Background: an optimization exercise with open tools, aiming at small area and a short achievable clock period. Do not read the settings as production practice.
In this exercise RTL edits were held to simulation tests only and were not proved equivalent to the original.
Power is estimated from default activity; no workload was simulated.

## flow/design.v (module list and top-level ports; edited modules follow where they fit)
// module gnrl_dfflrd: 20 lines
// module gnrl_dfflrs: 19 lines
// module gnrl_dfflr: 19 lines
// module gnrl_dffl: 16 lines
// module gnrl_dffrs: 18 lines
// module gnrl_dffr: 18 lines
// module gnrl_sgnl_edge_probe: 25 lines
// module regfile: 22 lines
// module reghilo: 31 lines
// module regLLbit: 18 lines
// module oitf: 48 lines
// module oitfhi: 37 lines
// module oitflo: 37 lines
// module oitfLLbit: 37 lines
// module oitfcp0: 42 lines
// module cp0_reg: 72 lines
// module ctrl: 27 lines
// module pc_reg: 26 lines
// module id: 343 lines
// module id_ex: 71 lines
// module ex: 307 lines
// module mulcsa: 3755 lines
// module div: 98 lines
// module mem: 116 lines
// module mem_wb: 90 lines
// module mipscore: 554 lines
module mipscore(
	input       [32-1:0]         rom_data_i,
	output      [32-1:0]     rom_addr_o,
	output                                  rom_ce_o,
    output [32-1:0]          mem_addr_o,
	output                                  mem_we_o,
	output [3:0]				            mem_sel_o,
	output [32-1:0]                  mem_data_o,
	output                                  mem_ce_o,
	input  [32-1:0]                  mem_data_i,
	input [5:0]                             int_i,
    output                                  timer_int_o,
	input	                                clk,
    input                                   rst_n
);
  // ...
==> flow/run.sh <==
#!/bin/bash
# synth_recipe.tcl (not shown) runs the flow's synth.tcl, then flattens the netlist and writes it again
# the make line also repeats each setting of config.mk as NAME=value (left out here)
make -C /OpenROAD-flow-scripts/flow DESIGN_CONFIG=/design/flow/config.mk WORK_HOME=/design/flow/orfs CLKGATE_MAP_FILE= SYNTH_SCRIPT=/design/flow/synth_recipe.tcl finish
==> flow/config.mk <==
export PLATFORM = sky130hd
export DESIGN_NAME = mipscore
export DESIGN_NICKNAME = mipscore
export VERILOG_FILES = /design/flow/design.v
export SDC_FILE = /design/flow/constraint.sdc
export NUM_CORES = 4
export LEC_CHECK = 0
export ABC_AREA = 1
export CAP_MARGIN = 20
export CELL_PAD_IN_SITES_DETAIL_PLACEMENT = 1
export CELL_PAD_IN_SITES_GLOBAL_PLACEMENT = 2
export CORE_MARGIN = 2
export CORE_UTILIZATION = 55
export PLACE_DENSITY = 0.65
export SLEW_MARGIN = 20
==> flow/constraint.sdc <==
create_clock -name core_clock -period 20.0 [get_ports {clk}]
set_input_delay 4.0000 -clock core_clock [delete_from_list [all_inputs] [get_ports {clk}]]
set_output_delay 4.0000 -clock core_clock [all_outputs]
set_load 0.01 [all_outputs]
==> results.sh, run 1 <==
export IMPL_status="did not finish"
export IMPL_haltStage="global placement without I/O"
export IMPL_first_error="[ERROR GPL-0301] Utilization 101.623 % exceeds 100%."
export IMPL_ys_ff_latch=2026
export IMPL_syn_area_um2=143400
export IMPL_synthAdderAreaFrac_pct=10.70
export IMPL_ys_types=79
export IMPL_start_util_pct=55.27
export IMPL_synth_top_cell_by_area="edfxtp_1"
export IMPL_yosysTopAreaCellShare_pct=21.86
export IMPL_yosysMostFrequentCell="nand2_1"
export IMPL_synthXorXnorAreaFrac_pct=5.592
export IMPL_synth_common_cells="3137 x nand2_1, 2023 x inv_1, 1274 x o21ai_0"
export IMPL_synth_seq_area_share_pct=38.88
export IMPL_synthFlopType="edfxtp_1"
export IMPL_ys_async_sr_fraction_pct=46.79
export IMPL_synth_mux_area_share_pct=0.08375
export IMPL_synth_compound_area_share_pct=19.59
export IMPL_syn_area_per_cell_um2=8.263
export IMPL_dieWidth_um=514.6
export IMPL_synth_top_family_by_area="compound AO/OA/AOI/OAI gates"
export IMPL_dieHeight_um=514.6
export IMPL_synth_warnings=39
export IMPL_synthCells=17357
export IMPL_rows=187
export IMPL_synth_area_leaders="edfxtp_1 22%, dfrtp_1 17%, nand2_1 8.2%"
export IMPL_synth_edff_count=1044
export IMPL_yosys_area_share_simple_pct=16.40
==> run 2, diff against run 1 <==
--- a/flow/config.mk
+++ b/flow/config.mk
@@ -10,6 +10,6 @@
 export CELL_PAD_IN_SITES_DETAIL_PLACEMENT = 1
 export CELL_PAD_IN_SITES_GLOBAL_PLACEMENT = 2
 export CORE_MARGIN = 2
-export CORE_UTILIZATION = 55
-export PLACE_DENSITY = 0.65
+export CORE_UTILIZATION = 30
+export PLACE_DENSITY = 0.45
 export SLEW_MARGIN = 20
==> run 2 against run 1 <==
Against the previous run: the run now finishes clean; synthesized area unchanged; synthesized cell count is the same.
==> results.sh, run 2 <==
export IMPL_status="complete, no violations"
export IMPL_synth_edff_count=1044
export IMPL_post_route_min_period_ns=14.18
export IMPL_mostFrequentLayoutCells="3117 x nand2_1, 1986 x inv_1, 1259 x o21ai_0"
export IMPL_wl_mm=907.4
export IMPL_clk_pin_slew_ns=0.06
export IMPL_overflow=0
export IMPL_syn_area_um2=143400
export IMPL_yosysTopAreaCellShare_pct=21.86
export IMPL_synthCells=17357
export IMPL_worstMarginPinSlew_ns=1.313
export IMPL_switching_share_pct=50.39
export IMPL_ys_types=79
export IMPL_num_io_pins=176
export IMPL_whs_ns=0.3747
export IMPL_max_freq_mhz=70.52
export IMPL_postRouteAntennaNets=0
export IMPL_synth_area_leaders="edfxtp_1 22%, dfrtp_1 17%, nand2_1 8.2%"
export IMPL_cpMostUsedCell="nand2_1"
export IMPL_relSlewSlack_pct=12.31
export IMPL_setup_viol=0
export IMPL_criticalPathCategory="flop to output port"
export IMPL_htreeDepth=5
export IMPL_end_kind="output port"
export IMPL_grt_max_degree=166
export IMPL_core_area_um2=475500
export IMPL_final_common_cell="nand2_1"
export IMPL_dieWidth_um=695.4
export IMPL_start_util_pct=30.16
export IMPL_finalPower_mw=30.75
export IMPL_vias_per_cell=5.842
export IMPL_cts_resized=0
export IMPL_postLayoutCoreUtil_pct=34.41
export IMPL_dieHeight_um=695.4
export IMPL_worst_setup_path_start_kind="flop"
export IMPL_top_register="u_regfile.regs"
export IMPL_power_frac_seq_pct=16.5
export IMPL_p_int_mw=15.25
export IMPL_synthFlopType="edfxtp_1"
export IMPL_pwr_share_clk_pct=16.7
export IMPL_post_place_ws_ns=6.300
export IMPL_grt_pass1_wl_mm=1225
export IMPL_grt_setup_unrepaired="no"
export IMPL_min_path_type="flop to flop"
export IMPL_p_per_area_nw_per_um2=187.9
export IMPL_synth_common_cells="3137 x nand2_1, 2023 x inv_1, 1274 x o21ai_0"
export IMPL_area_delta_synth_final_pct=14.08
export IMPL_synth_seq_area_share_pct=38.88
export IMPL_layout_drive_gt1_share_pct=8.010
export IMPL_clock_latency_ns=1.00
export IMPL_first_iter_violations=15312
export IMPL_ys_async_sr_fraction_pct=46.79
export IMPL_clockBufferDepth=4
export IMPL_port_buffers=173
export IMPL_cts_setup_buffers=0
export IMPL_numCtsBuffers=274
export IMPL_num_nets_final=18199
export IMPL_switchingPower_mw=15.49
export IMPL_p_leak_nw=66.89
export IMPL_postCtsHoldBufs=0
export IMPL_synth_top_cell_by_area="edfxtp_1"
export IMPL_grt_pass1_vias=138108
export IMPL_gp_congestion=1.021
export IMPL_synth_warnings=39
export IMPL_hold_viol=0
export IMPL_vdd_ir_drop_max_uv=395.4
export IMPL_die_area_um2=483600
export IMPL_drcViolationCount=0
export IMPL_grtUsageTotal_pct=36.54
export IMPL_worst_clock_skew_ns=0.1112
export IMPL_fin_crit_sh_pct=70.90
export IMPL_largest_reg_flops=1024
export IMPL_yosysMostFrequentCell="nand2_1"
export IMPL_rows=253
export IMPL_place_hpwl_mm=655.0
export IMPL_cpPeakStageDelay_ns=0.66
export IMPL_fin_tns_setup_ns=0
export IMPL_syn_area_per_cell_um2=8.263
export IMPL_cts_sinks=2026
export IMPL_ys_ff_latch=2026
export IMPL_post_drt_wl_per_cell_um=38.04
export IMPL_crit_required_ns=16.00
export IMPL_drv_slew=0
export IMPL_drtPass1Iterations=6
export IMPL_clockRootBuffer="clkbuf_16"
export IMPL_drv_cap=0
export IMPL_power_frac_comb_pct=66.8
export IMPL_cp_slowest_cell="clkdlybuf4s50_1"
export IMPL_worst_slack_ns=5.821
export IMPL_top_regs="u_regfile.regs x1024, u_div.dividend_dfflr.qout_r x65"
export IMPL_worstPathArrival_ns=10.18
export IMPL_num_vias=139351
export IMPL_tritoncts="yes"
export IMPL_path_max_fanout=51
export IMPL_antenna_found_initial=92
run 2: cell counts after synthesis:
No cell type changed its count.
run 2: metrics by stage:
stage	cells	area, um^2
2_1_floorplan	17358	143400
3_3_place_gp	23311	154200
3_5_place_dp	23316	154400
4_1_cts	23812	163400
5_1_grt	23821	163500
6_report	23853	163600
run 2: worst max-delay path: cells and delay by family, from the launching register on:
family / cells / cell delay (ns)
simple gates: 23 / 4.64
buf+inv: 6 / 1.80
compound gates: 5 / 1.76
flops: 1 / 0.46
fa+ha+maj: 1 / 0.35
xor+xnor: 1 / 0.16
run 2: layer usage:
layer / part of all wire, % / wire (um) / global-route usage [%] / vias up
met5: 0.011 / 104 / 0 / -
met4: 5.3 / 48530 / 16.28 / 14
met3: 7.0 / 63170 / 6.267 / 1335
met2: 43 / 393700 / 55.89 / 5517
met1: 44 / 401900 / 50.42 / 72970
li1: - / - / - / 59515
run 2: logic make-up after synthesis:
group	share of synthesized area (%)
xor gates and xnor gates	5.592
buffers and inverters	8.757
and+or+nand+nor	16.40
DFF	38.88
other	0.005236
adders and majority gates	10.70
AOI/OAI and AO/OA	19.59
muxes	0.08376
run 2: final timing paths:
path / start / to / slack (ns) / cells after the start
worst max-delay path: u_id_ex.aluop_dfflr.qout_r[5] / rom_addr_o[29] / 5.82 / 36
worst min-delay path: u_cp0_reg.cause_dfflr.qout_r[27] / u_cp0_reg.cause_dfflr.qout_r[27] / 0.37 / 0
worst max register to register: u_id_ex.aluop_dfflr.qout_r[5] / u_oitfcp0.oitf_entries[1].rdidx_dfflrs.qout_r[0] / 9.69 / 39
worst min register to register: u_cp0_reg.cause_dfflr.qout_r[27] / u_cp0_reg.cause_dfflr.qout_r[27] / 0.37 / 0
max in group asynchronous: rst_n / u_mem_wb.wsum_s_dfflr.qout_r[27] / 13.35 / 5
min in group asynchronous: rst_n / u_pc_reg.pc_dfflr.qout_r[20] / 2.95 / 1
run 2: layout make-up:
type,count,area (um^2)
fill,55537,311900
multi-input combinational,12054,76300
sequential,2026,55760
tap,6375,7976
inverter,2092,7896
clock buffer,361,7456
timing repair buffer,773,6515
clock inverter,135,1604
antenna,37,92.59
run 2: power groups by stage:
stage / clock network, mW / logic [mW] / registers [mW]
after floorplan: 0 / 12.1 / 5.06
after global placement: 0 / 20.6 / 5.16
after detailed placement: 0 / 20.6 / 5.16
after CTS: 5.22 / 20.8 / 5.08
after global routing: 5.35 / 22.9 / 5.10
final: 5.12 / 20.5 / 5.08

separate check: timing with driven ports:
Ports are ideal in the flow. The routed layout listed here was re-timed in OpenROAD. Step 1: set_driving_cell puts a clkbuf_16 on clk and a buf_2 on each other input, an assumption about the parent block. Step 2 moves the port delays by t, midway between the first and last clock arrival at a register: inputs arrive t later, outputs are due t later. That takes back most of the time a late clock gives input paths. Slacks: no drivers / after step 1 / after step 2; pairs: no drivers / after step 1.
run: run 2
shift t [ns]: 1.081
setup WS [ns]: 5.821 / 5.685 / 6.172
cell pins on the clock port's net: 1
After both steps run 2 still meets setup and hold. The setup slack of run 2 moves by -0.136 ns with the drivers and by +0.351 ns with both steps.
